What follows belongs to an exercise in optimizing a design on an open flow for small area; a production flow would make more cautious choices. The RTL was checked by simulation tests, not by an equivalence proof against the original design. Power is estimated from default activity; no workload was simulated.

==> flow/design.v <==
module KEY_INPUT(
	input logic KEY0,
	input logic KEY4,
	input logic KEY3,
	input logic SW1,
	input logic SW2,
	input logic SW3,
	input logic SW4,
	input logic clk,
	input logic rst_n,  
	output logic [7:0]angle1,
	output logic [7:0]angle2,
	output logic [7:0]angle3,
	output logic [7:0]angle4);
	logic [3:0] switches;
	logic [7:0] angle_1, angle_2, angle_3, angle_4;
	assign switches = {SW1,SW2,SW3,SW4};
	always_ff@(posedge clk)
	begin
	if (rst_n == 1'b0)
	begin
		angle_1 <= '0;
		angle_2 <= '0;
		angle_3 <= '0;
		angle_4 <= '0;
	end
	else
	begin
			if (KEY0 == 0)
			begin
				if (switches == 4'b1000 && (angle1 <= 8'd177) && angle_1 == angle1)  
				begin
					angle_1 <= angle1+4'd3;
					if (angle_1 > 180)
						angle_1 <= 180;
				end
				else if (switches == 4'b0100 && (angle2 <= 8'd177) && angle_2 == angle2)  
				begin
					angle_2 <= angle2+4'd3;
					if (angle_2 > 180)
						angle_2 <= 180;
				end
				else if (switches == 4'b0010 && (angle3 <= 8'd177) && angle_3 == angle3)  
				begin
						angle_3 <= angle3+4'd3;
					if (angle_3 > 180)
						angle_3 <= 180;
				end
				else if (switches == 4'b0001 && (angle4 <= 8'd177) && angle_4 == angle4)  
				begin
					angle_4 <= angle4+4'd3;
					if (angle_4 > 180)
						angle_4 <= 180;
				end
			end
			else if (KEY3 == 0)
			begin
				if (switches == 4'b1000 && (angle1 >= 8'd3) && angle_1 == angle1)  
				begin
					angle_1 <= angle1-4'd3;
					if (angle_1 > 180)
						angle_1 <= 0;
				end
				else if (switches == 4'b0100 && (angle2 >= 8'd3) && angle_2 == angle2)  
				begin
					angle_2 <= angle2-4'd3;
					if (angle_2 > 180)
						angle_2 <= 0;
				end
				else if (switches == 4'b0010 && (angle3 >= 8'd3) && angle_3 == angle3)  
				begin
					angle_3 <= angle3-4'd3;
					if (angle_3 > 180)
						angle_3 <= 0;
				end
				else if (switches == 4'b0001 && (angle4 >= 8'd03) && angle_4 == angle4)  
				begin
					angle_4 <= angle4-4'd3;
					if (angle_4 > 180)
						angle_4 <= 0;
				end
			end
			else
			begin 
			if (switches == 4'b1000 && angle_1 == angle1)  
				begin
					angle_1 <= angle_1;
				end
			else if (switches == 4'b0100 && angle_2 == angle2)  
				begin
					angle_2 <= angle_2;
				end
			else if (switches == 4'b0010 && angle_3 == angle3)  
				begin
					angle_3 <= angle_3;
				end
			else if (switches == 4'b0001 && angle_4 == angle4)  
				begin
					angle_4 <= angle_4;
				end
			end
			if (KEY4 == 0 && KEY0 == 1 && KEY3 ==1) 
			begin
				if (switches == 4'b1000 && angle_1 == angle1 && KEY0 == 1 && KEY3 ==1)  
				begin
					angle_1 <= 8'd10;
				end
				else if (switches == 4'b0100 && angle_2 == angle2 && KEY0 == 1 && KEY3 ==1)  
				begin
					angle_2 <= 8'd10;
				end
				else if (switches == 4'b0010 && angle_3 == angle3 && KEY0 == 1 && KEY3 ==1)  
				begin
						angle_3 <= 8'd100;
				end
				else if (switches == 4'b0001 && angle_4 == angle4 && KEY0 == 1 && KEY3 ==1)  
				begin
					angle_4 <= 8'd10;
				end
			end
	end
	end
	always_ff@(posedge clk)
	begin
	if (rst_n == 1'b0)
	begin
		angle1 <= '0;
		angle2 <= '0;
		angle3 <= '0;
		angle4 <= '0;
	end
	else
	begin
	if (KEY0 == 1 && KEY4 == 1 && KEY3 == 1)
	begin
		if (switches == 4'b1000 && angle_1 != angle1)  
		begin
			angle1 <= angle_1;
		end
		else if (switches == 4'b0100 && angle_2 != angle2)  
		begin
			angle2 <= angle_2;
		end
		else if (switches == 4'b0010 && angle_3 != angle3)  
		begin
			angle3 <= angle_3;
		end
		else if (switches == 4'b0001 && angle_4 != angle4)  
		begin
			angle4 <= angle_4;
		end
	end
	else
	begin
		if (switches == 4'b1000)  
		begin
			angle1 <= angle1;
		end
		else if (switches == 4'b0100)  
		begin
			angle2 <= angle2;
		end
		else if (switches == 4'b0010)  
		begin
			angle3 <= angle3;
		end
		else if (switches == 4'b0001)  
		begin
			angle4 <= angle4;
		end
	end
	end
	end
endmodule
module PWM_SERVO_CONTROL (
	output logic servo1,
	output logic servo2,
	output logic servo3,
	output logic servo4,
	input logic clk,
	input logic rst_n,  
	input logic nextangle,  
	input logic [7:0]angle1,
	input logic [7:0]angle2,
	input logic [7:0]angle3,
	input logic [7:0]angle4);
	logic [17:0]timer_t1;  
	logic [17:0]timer_t2;
	logic [17:0]timer_t3;
	logic [17:0]timer_t4;
	localparam logic [19:0]mxvlue = 20'd1000000;  
	typedef int unsigned state_t1;
	state_t1 state1;
	state_t1 next_state1;
	always_comb begin : timer_1_state_logic
		next_state1 = state1;
		case (state1)
			mxvlue: next_state1 = 0;
			default: next_state1 = (state1 + 1);
		endcase
	end
	always_ff @(posedge clk) 
	begin
		if (rst_n == 1'b0)
			begin
				timer_t1 <= '0;
				timer_t2 <= '0;
				timer_t3 <= '0;
				timer_t4 <= '0;
				state1 <= '0;
				servo1 <= 0;
				servo2 <= 0;
				servo3 <= 0;
				servo4 <= 0;
			end
		else if(nextangle == 1'd1)
			begin
				timer_t1 <= 16'd50000 + angle1 * 10'd275;
				timer_t2 <= 16'd50000 + angle2 * 10'd275;
				timer_t3 <= 17'd50000 + angle3 * 10'd275;
				timer_t4 <= 16'd50000 + angle4 * 10'd275;
				state1 <= next_state1;
				if (state1 > mxvlue-timer_t1)
					servo1 <= 1;
				else
					servo1 <= 0;
				if (state1 > mxvlue-timer_t2)
					servo2 <= 1;
				else
					servo2 <= 0;
				if (state1 > mxvlue-timer_t3)
					servo3 <= 1;
				else
					servo3 <= 0;
				if (state1 > mxvlue-timer_t4)
					servo4 <= 1;
				else
					servo4 <= 0;
			end
		else
			begin
				state1 <= next_state1;
				if (state1 > mxvlue-timer_t1)
					servo1 <= 1;
				else
					servo1 <= 0;
				if (state1 > mxvlue-timer_t2)
					servo2 <= 1;
				else
					servo2 <= 0;
				if (state1 > mxvlue-timer_t3)
					servo3 <= 1;
				else
					servo3 <= 0;
				if (state1 > mxvlue-timer_t4)
					servo4 <= 1;
				else
					servo4 <= 0;
			end
	end
endmodule
module ANGLE_DECODE(
	input logic [7:0]angle1,
	input logic [7:0]angle2,
	input logic [7:0]angle3,
	input logic [7:0]angle4,
	input logic SW1,
	input logic SW2,
	input logic SW3,
	input logic SW4,
	input logic clk,
	input logic rst_n,  
	output logic [11:0]angle_out);
	logic [3:0] switches;
	logic [7:0] angle1_1, angle1_2, angle1_3, angle2_1, angle2_2, angle2_3, angle3_1, angle3_2, angle3_3, angle4_1, angle4_2, angle4_3;
	logic [11:0] angle_out_1, angle_out_2, angle_out_3, angle_out_4;
	assign switches = {SW1,SW2,SW3,SW4};
	always@(posedge clk)
	begin
		if (rst_n == 1'b0)
		begin
			angle1_1 <= '0;
			angle1_2 <= '0;
			angle1_3 <= '0;
			angle2_1 <= '0;
			angle2_2 <= '0;
			angle2_3 <= '0;
			angle3_1 <= '0;
			angle3_2 <= '0;
			angle3_3 <= '0;
			angle4_1 <= '0;
			angle4_2 <= '0;
			angle4_3 <= '0;
			angle_out_1 <= '0;
			angle_out_2 <= '0;
			angle_out_3 <= '0;
			angle_out_4 <= '0;
			angle_out <= '0;
		end
		else
		case(switches)
			4'b1000:
			begin
				angle1_1 <= (angle1 / 8'd100)% 8'd10;
				angle1_2 <= (angle1/ 8'd10) % 8'd10;
				angle1_3 <= angle1 % 8'd10;
				angle_out_1 <= {angle1_1[3:0], angle1_2[3:0], angle1_3[3:0]};
				angle_out <= angle_out_1;
			end
			4'b0100:
			begin
				angle2_1 <= (angle2 / 8'd100) % 8'd10;
				angle2_2 <= (angle2 / 8'd10) % 8'd10;
				angle2_3 <= angle2 % 8'd10;
				angle_out_2 <= {angle2_1[3:0], angle2_2[3:0], angle2_3[3:0]};
				angle_out <= angle_out_2;
			end
			4'b0010:
			begin
				angle3_1 <= (angle3 / 8'd100) % 8'd10;
				angle3_2 <= (angle3 / 8'd10) % 8'd10;
				angle3_3 <= angle3 % 8'd10;
				angle_out_3 <= {angle3_1[3:0], angle3_2[3:0], angle3_3[3:0]};
				angle_out <= angle_out_3;
			end
			4'b0001:
			begin
				angle4_1 <= (angle4 / 8'd100) % 8'd10;
				angle4_2 <= (angle4 / 8'd10) % 8'd10;
				angle4_3 <= angle4 % 8'd10;
				angle_out_4 <= {angle4_1[3:0], angle4_2[3:0], angle4_3[3:0]};
				angle_out <= angle_out_4;
			end
			default: angle_out <= angle_out;
		endcase
	end
endmodule
module LED_7seg(
	 input [11:0] Data_in,
	 input clk,
	 output [6:0] seg_H, seg_M, seg_L
);
reg [6:0] SevenSeg_H;
reg [6:0] SevenSeg_M;
reg [6:0] SevenSeg_L;
always @(*)
begin
	case(Data_in[3:0])
	 4'h0: SevenSeg_L = 7'b0000001;		 
    4'h1: SevenSeg_L = 7'b1001111;		 
    4'h2: SevenSeg_L = 7'b0010010;		 
    4'h3: SevenSeg_L = 7'b0000110;		 
    4'h4: SevenSeg_L = 7'b1001100;		 
    4'h5: SevenSeg_L = 7'b0100100;		 
    4'h6: SevenSeg_L = 7'b0100000;		 
    4'h7: SevenSeg_L = 7'b0001111;		 
    4'h8: SevenSeg_L = 7'b0000000;		 
    4'h9: SevenSeg_L = 7'b0001100;		 
	 4'ha: SevenSeg_L = 7'b0001000;		 
	 4'hb: SevenSeg_L = 7'b1100000;		 
	 4'hc: SevenSeg_L = 7'b0110001;		 
	 4'hd: SevenSeg_L = 7'b1000010;		 
	 4'he: SevenSeg_L = 7'b0110000;		 
	 4'hf: SevenSeg_L = 7'b0111000;		 
	endcase
	case(Data_in[7:4])
	 4'h0: SevenSeg_M = 7'b0000001;		 
    4'h1: SevenSeg_M = 7'b1001111;		 
    4'h2: SevenSeg_M = 7'b0010010;		 
    4'h3: SevenSeg_M = 7'b0000110;		 
    4'h4: SevenSeg_M = 7'b1001100;		 
    4'h5: SevenSeg_M = 7'b0100100;		 
    4'h6: SevenSeg_M = 7'b0100000;		 
    4'h7: SevenSeg_M = 7'b0001111;		 
    4'h8: SevenSeg_M = 7'b0000000;		 
    4'h9: SevenSeg_M = 7'b0001100;		 
	 4'ha: SevenSeg_M = 7'b0001000;		 
	 4'hb: SevenSeg_M = 7'b1100000;		 
	 4'hc: SevenSeg_M = 7'b0110001;		 
	 4'hd: SevenSeg_M = 7'b1000010;		 
	 4'he: SevenSeg_M = 7'b0110000;		 
	 4'hf: SevenSeg_M = 7'b0111000;		 
	 endcase
	 case(Data_in[11:8])
	 4'h0: SevenSeg_H = 7'b0000001;		 
    4'h1: SevenSeg_H = 7'b1001111;		 
    4'h2: SevenSeg_H = 7'b0010010;		 
    4'h3: SevenSeg_H = 7'b0000110;		 
    4'h4: SevenSeg_H = 7'b1001100;		 
    4'h5: SevenSeg_H = 7'b0100100;		 
    4'h6: SevenSeg_H = 7'b0100000;		 
    4'h7: SevenSeg_H = 7'b0001111;		 
    4'h8: SevenSeg_H = 7'b0000000;		 
    4'h9: SevenSeg_H = 7'b0001100;		 
	 4'ha: SevenSeg_H = 7'b0001000;		 
	 4'hb: SevenSeg_H = 7'b1100000;		 
	 4'hc: SevenSeg_H = 7'b0110001;		 
	 4'hd: SevenSeg_H = 7'b1000010;		 
	 4'he: SevenSeg_H = 7'b0110000;		 
	 4'hf: SevenSeg_H = 7'b0111000;		 
	endcase
end
assign {seg_H[0],seg_H[1],seg_H[2],seg_H[3],seg_H[4],seg_H[5],seg_H[6]} = SevenSeg_H;
assign {seg_M[0],seg_M[1],seg_M[2],seg_M[3],seg_M[4],seg_M[5],seg_M[6]} = SevenSeg_M;
assign {seg_L[0],seg_L[1],seg_L[2],seg_L[3],seg_L[4],seg_L[5],seg_L[6]} = SevenSeg_L;
endmodule
module servo_ctrl_top (
	input  logic       clk,
	input  logic       rst_n,
	input  logic       KEY0,
	input  logic       KEY3,
	input  logic       KEY4,
	input  logic       SW0,
	input  logic       SW1,
	input  logic       SW2,
	input  logic       SW3,
	input  logic       SW4,
	output logic       servo1,
	output logic       servo2,
	output logic       servo3,
	output logic       servo4,
	output logic [6:0] seg_H,
	output logic [6:0] seg_M,
	output logic [6:0] seg_L);
	logic [7:0]  angle1, angle2, angle3, angle4;
	logic [11:0] angle_out;
	KEY_INPUT KEY_INPUT (
		.KEY0(KEY0), .KEY4(KEY4), .KEY3(KEY3),
		.SW1(SW1), .SW2(SW2), .SW3(SW3), .SW4(SW4),
		.clk(clk), .rst_n(rst_n),
		.angle1(angle1), .angle2(angle2), .angle3(angle3), .angle4(angle4));
	PWM_SERVO_CONTROL PWM_SERVO_CONTROL (
		.servo1(servo1), .servo2(servo2), .servo3(servo3), .servo4(servo4),
		.clk(clk), .rst_n(rst_n), .nextangle(SW0),
		.angle1(angle1), .angle2(angle2), .angle3(angle3), .angle4(angle4));
	ANGLE_DECODE ANGLE_DECODE (
		.angle1(angle1), .angle2(angle2), .angle3(angle3), .angle4(angle4),
		.SW1(SW1), .SW2(SW2), .SW3(SW3), .SW4(SW4),
		.clk(clk), .rst_n(rst_n), .angle_out(angle_out));
	LED_7seg LED_7seg (
		.Data_in(angle_out), .clk(clk),
		.seg_H(seg_H), .seg_M(seg_M), .seg_L(seg_L));
endmodule
==> flow/run.sh <==
#!/bin/bash
# synth_recipe.tcl (not shown) runs the flow's synth.tcl, then flattens the netlist and writes it again
# the make line also repeats each setting of config.mk as NAME=value (left out here)
make -C /OpenROAD-flow-scripts/flow DESIGN_CONFIG=/design/flow/config.mk WORK_HOME=/design/flow/orfs CLKGATE_MAP_FILE= SYNTH_SCRIPT=/design/flow/synth_recipe.tcl finish
==> flow/config.mk <==
export PLATFORM = sky130hd
export DESIGN_NAME = servo_ctrl_top
export DESIGN_NICKNAME = servo_ctrl_top
export VERILOG_FILES = /design/flow/design.v
export SDC_FILE = /design/flow/constraint.sdc
export NUM_CORES = 4
export LEC_CHECK = 0
export CAP_MARGIN = 20
export CORE_MARGIN = 2
export CORE_UTILIZATION = 40
export SLEW_MARGIN = 20
==> flow/constraint.sdc <==
create_clock -name core_clock -period 20.0 [get_ports {clk}]
set_input_delay 4.0000 -clock core_clock [delete_from_list [all_inputs] [get_ports {clk}]]
set_output_delay 4.0000 -clock core_clock [all_outputs]
set_load 0.01 [all_outputs]
==> results.txt <==
-- cells in the final DEF, fill, tap and decap left out, types with 12 or more instances in the layout --
cell type,synthesis,routed
ha_1,367,367
nor2_1,327,327
nand2_1,305,305
dfxtp_1,281,281
a21oi_1,220,220
inv_1,199,199
o21ai_0,174,173
xnor2_1,155,155
mux2i_1,93,93
xor2_1,89,89
nor3_1,70,70
nand3_1,69,69
a211oi_1,57,57
o21a_1,42,42
a31oi_1,38,38
a21o_1,35,35
or3_1,35,35
buf_4,4,35
nand4_1,34,34
clkbuf_16,0,34
nor2b_1,33,33
clkdlybuf4s50_1,0,30
nand2b_1,28,28
and2_1,27,27
o211ai_1,25,25
nor4_1,24,24
fa_1,24,24
and3_1,22,22
o31ai_1,21,20
a21boi_0,18,18
o21ai_1,17,18
nand3b_1,17,17
o22ai_1,17,17
nor3b_1,15,15
or2_2,13,13
a32oi_1,12,12
o21bai_1,12,12
-- state kept, by name (all words and copies together) (netlist names), 5 cells and up --
| register | flops |
|---|---|
| ANGLE_DECODE.angle_out | 10 |
| ANGLE_DECODE.angle_out_1 | 10 |
| ANGLE_DECODE.angle_out_2 | 10 |
| ANGLE_DECODE.angle_out_3 | 10 |
| ANGLE_DECODE.angle_out_4 | 10 |
| KEY_INPUT.angle1 | 8 |
| KEY_INPUT.angle2 | 8 |
| KEY_INPUT.angle3 | 8 |
| KEY_INPUT.angle4 | 8 |
| KEY_INPUT.angle_1 | 8 |
| KEY_INPUT.angle_2 | 8 |
| KEY_INPUT.angle_3 | 8 |
| KEY_INPUT.angle_4 | 8 |
| LED_7seg.SevenSeg_H | 5 |
| LED_7seg.SevenSeg_L | 7 |
| LED_7seg.SevenSeg_M | 7 |
| PWM_SERVO_CONTROL.state1 | 32 |
| PWM_SERVO_CONTROL.timer_t1 | 18 |
| PWM_SERVO_CONTROL.timer_t2 | 18 |
| PWM_SERVO_CONTROL.timer_t3 | 18 |
| PWM_SERVO_CONTROL.timer_t4 | 18 |
-- logic make-up (layout without fill, tap and decap cells) --
family,count (synthesis),count (layout),synth area share [%]
buffers and inverters,340,339,5.374
muxes,100,100,3.914
DFF,281,281,21.51
other,1,1,0.01434
adders and majority gates,391,391,19.40
xor gates and xnor gates,245,245,8.278
and+or+nand+nor,1065,1065,19.34
AOI/OAI and AO/OA,858,858,22.16
-- final timing paths --
path / start / endpoint / cells past startpoint
max: SW3 / LED_7seg.SevenSeg_M[3] / 12
min: ANGLE_DECODE.angle2_3[2] / ANGLE_DECODE.angle_out_2[2] / 2
max reg2reg: KEY_INPUT.angle3[3] / ANGLE_DECODE.angle3_2[2] / 19
min reg2reg: ANGLE_DECODE.angle2_3[2] / ANGLE_DECODE.angle_out_2[2] / 2
-- worst max-delay path, stage by stage --
cell             delay (ns)
clkdlybuf4s50_1        0.56
nor4b_2                0.23
buf_4                  0.26
nor3_1                 0.88
nand2_1                0.45
o21ai_0                0.35
a21oi_1                0.17
inv_1                  0.18
ha_1                   0.28
a211oi_1               0.19
a31oi_1                0.07
o22a_1                 0.20
-- power groups by stage --
stage / Combinational [mW] / Clock, mW / Sequential, mW
2_1_floorplan: 0.0882 / 0 / 0.598
3_3_place_gp: 0.124 / 0 / 0.602
3_5_place_dp: 0.126 / 0 / 0.602
4_1_cts: 0.126 / 0.678 / 0.590
5_1_grt: 0.143 / 0.699 / 0.592
6_report: 0.126 / 0.662 / 0.589
-- layer usage --
| layer | up-vias | global-route usage [%] |
|---|---|---|
| li1 | 11660 | - |
| met1 | 10800 | 27.33 |
| met2 | 480 | 34.17 |
| met3 | 114 | 2.593 |
| met4 | 0 | 6.194 |
| met5 | - | 0 |
-- through the flow --
step / area (µm²) / hold slack (ns) / cells / total power, mW / worst slack [ns]
2_1_floorplan: 26150 / 0.4273 / 3281 / 0.6866 / 13.32
3_3_place_gp: 27240 / 0.4365 / 4076 / 0.7269 / 11.71
3_5_place_dp: 27240 / 0.4391 / 4076 / 0.7274 / 11.71
4_1_cts: 28410 / 0.4494 / 4135 / 1.394 / 12.31
5_1_grt: 28420 / 0.4675 / 4135 / 1.433 / 12.21
6_report: 28420 / 0.4470 / 4135 / 1.378 / 12.60
-- final cells by class --
class                   instances  share of cell area [%]
clock buffers                  50                   3.521
clock inverters                 9                  0.5986
inverters                     213                   2.844
multi-input cells            2660                   67.47
flip-flops and latches        281                   19.79
well taps                     855                   3.764
repair buffers                 67                   2.016
==> flow_results.xml <==
<?xml version="1.0" encoding="UTF-8"?>
<metrics>
  <group name="timing">
    <metric name="fin_crit" unit="ns">7.404</metric>
    <metric name="finalCritPeriodShare" unit="%">37.02</metric>
    <metric name="max_freq" unit="MHz">135.1</metric>
    <metric name="setup_viol_count_final" unit="">0</metric>
    <metric name="slew-limit-headroom" unit="%">28.08</metric>
    <metric name="grt_setup_unrepaired" unit="">false</metric>
    <metric name="fin_setup_tns" unit="ns">0</metric>
    <metric name="tightest_slew" unit="ns">1.071</metric>
    <metric name="skew" unit="ns">0.02323</metric>
    <metric name="count_of_pins_over_their_slew_limit" unit="">0</metric>
    <metric name="finalHoldViolations" unit="">0</metric>
  </group>
  <group name="cts">
    <metric name="clkTransAtPathRegs" unit="ns">0.06</metric>
    <metric name="clock_tree_from_tritoncts" unit="">yes</metric>
    <metric name="cts_resized" unit="">0</metric>
    <metric name="clock_insertion_delay_worst_skew" unit="ns">0.55</metric>
    <metric name="clock_path_buffers" unit="">3</metric>
    <metric name="post-cts-setup-buffers" unit="">0</metric>
    <metric name="clock_tree.htree_level_count" unit="">2</metric>
    <metric name="clk_root_buffer_cell" unit="">clkbuf_16</metric>
    <metric name="cts_hold_repair.buffers" unit="">0</metric>
    <metric name="tritoncts.num_buffers" unit="">34</metric>
    <metric name="cts.sinks" unit="">281</metric>
  </group>
  <group name="synthesis">
    <metric name="yosysMostFrequentCell" unit="">ha_1</metric>
    <metric name="netlist_top_cells_area" unit="">dfxtp_1 22%, ha_1 18%, xnor2_1 5.2%</metric>
    <metric name="post_synth_most_frequent_cells" unit="">367 x ha_1, 327 x nor2_1, 305 x nand2_1</metric>
    <metric name="ys_seq_area_share" unit="%">21.51</metric>
    <metric name="yosysTopAreaCell" unit="">dfxtp_1</metric>
    <metric name="yosys.cell_types.count" unit="">119</metric>
    <metric name="synth.top_cell.area_share" unit="%">21.51</metric>
    <metric name="postSynthCellCount" unit="">3281</metric>
    <metric name="postSynth.topFlopCell" unit="">dfxtp_1</metric>
    <metric name="synth-edff-count" unit="">0</metric>
    <metric name="synth_area_per_cell" unit="µm²">7.969</metric>
    <metric name="ys.warnings.count" unit="">4</metric>
    <metric name="synth-seq-cells" unit="">281</metric>
    <metric name="mapped_nets" unit="">3682</metric>
    <metric name="synth_async_sr_flop_share" unit="%">0</metric>
    <metric name="synth.cell_area" unit="µm²">26150</metric>
  </group>
  <group name="pwr">
    <metric name="part_of_the_power_in_combinational_logic" unit="%">9.2</metric>
    <metric name="clockPowerShare" unit="%">48.0</metric>
    <metric name="internal_power" unit="mW">1.027</metric>
    <metric name="p_leak" unit="nW">11.85</metric>
    <metric name="share_seq_of_total_power" unit="%">42.8</metric>
    <metric name="net-switching-power" unit="mW">0.3505</metric>
    <metric name="power_density" unit="nW/µm²">48.46</metric>
    <metric name="peakVddDrop" unit="mV">0.04505</metric>
    <metric name="swShare" unit="%">25.45</metric>
  </group>
  <group name="worst_setup_path">
    <metric name="cp-end-kind" unit="">flip-flop</metric>
    <metric name="worst_path_class_setup" unit="">primary input to flip-flop</metric>
    <metric name="crit_path_start_kind" unit="">primary input</metric>
    <metric name="required_arrival_time_at_the_worst_endpoint" unit="ns">20.44</metric>
    <metric name="timing.reg2reg.setup_slack" unit="ns">13.88</metric>
    <metric name="worstPathArrival" unit="ns">7.85</metric>
    <metric name="worstPathMaxFanout" unit="">39</metric>
  </group>
  <group name="detailed_routing">
    <metric name="wire_per_inst" unit="µm">16.83</metric>
    <metric name="wl_met3" unit="µm">2960</metric>
    <metric name="vias_per_inst" unit="">5.575</metric>
    <metric name="met2WireLength" unit="µm">31690</metric>
    <metric name="wl" unit="µm">69580</metric>
    <metric name="final_antenna_net_count" unit="">0</metric>
    <metric name="dr.pass1.iters" unit="">6</metric>
    <metric name="drt_first_iter_violations" unit="">1681</metric>
    <metric name="route.detailed.drc" unit="">0</metric>
    <metric name="top_layer" unit="">met4</metric>
    <metric name="met1_wire_length" unit="µm">33090</metric>
    <metric name="vias" unit="">23050</metric>
  </group>
  <group name="min_path">
    <metric name="holdCritPathClass" unit="">flip-flop to flip-flop</metric>
  </group>
  <group name="grt">
    <metric name="antenna_violations_before_repair" unit="">0</metric>
    <metric name="globalRouteTotalUtil" unit="%">20.42</metric>
    <metric name="grt_first_pass_wirelength" unit="µm">113900</metric>
    <metric name="maximum_number_of_pins_on_one_net_before_global_route_repair" unit="">73</metric>
    <metric name="globalRouteOverflowTotal" unit="">0</metric>
    <metric name="grt_pass1_vias" unit="">21810</metric>
  </group>
  <group name="flow_run">
    <metric name="maxCapViolations" unit="">0</metric>
  </group>
  <group name="placed_design">
    <metric name="io_buffer_count" unit="">33</metric>
    <metric name="detailed_place_hpwl" unit="µm">51200</metric>
    <metric name="globalplace.congestion" unit="">0.8926</metric>
  </group>
  <group name="die">
    <metric name="fp.dieArea" unit="µm²">67430</metric>
    <metric name="die_w" unit="µm">259.7</metric>
    <metric name="rows" unit="">93</metric>
    <metric name="start_util" unit="%">40.49</metric>
    <metric name="core_region_area" unit="µm²">64580</metric>
    <metric name="io-pin-count" unit="">35</metric>
    <metric name="die_height" unit="µm">259.7</metric>
  </group>
  <group name="finish">
    <metric name="fillCellCount" unit="">6531</metric>
    <metric name="drive_above_1_share" unit="%">5.671</metric>
    <metric name="area.sequential" unit="µm²">5625</metric>
    <metric name="postLayoutCoreUtil" unit="%">44.01</metric>
    <metric name="nNetsFinal" unit="">3658</metric>
    <metric name="flow.area_growth_from_synthesis" unit="%">8.709</metric>
    <metric name="multiInputGateArea" unit="µm²">19180</metric>
    <metric name="n_antenna_cell" unit="">0</metric>
  </group>
  <group name="run_status">
    <metric name="status" unit="">timing/DRC/antenna clean</metric>
  </group>
</metrics>

[what the ideal ports hide]
The flow's constraints put no driver on any port. The routed layout listed below was extracted and timed again, unchanged, in two steps.
Step 1: set_driving_cell puts a clkbuf_16 on clk and a buf_2 on each other input, an assumption about the parent block.
Step 2 adds t to the input delays and takes it off the output delays; t is the mean of the earliest and latest rising clock arrival at the registers after step 1. Input paths then give back, and output paths get back, about the clock's delay inside the block.
Slacks: ideal / step 1 / step 2; pairs: ideal / step 1.
t (ns): 0.593
setup slack, ns: 12.596 / 12.597 / 12.004
worst register clock-pin slew, ns: 0.06 / 0.06
After both steps this run still meets setup and hold. For this run, drivers alone change the setup slack by +0.001 ns; drivers and shift together by -0.592 ns.
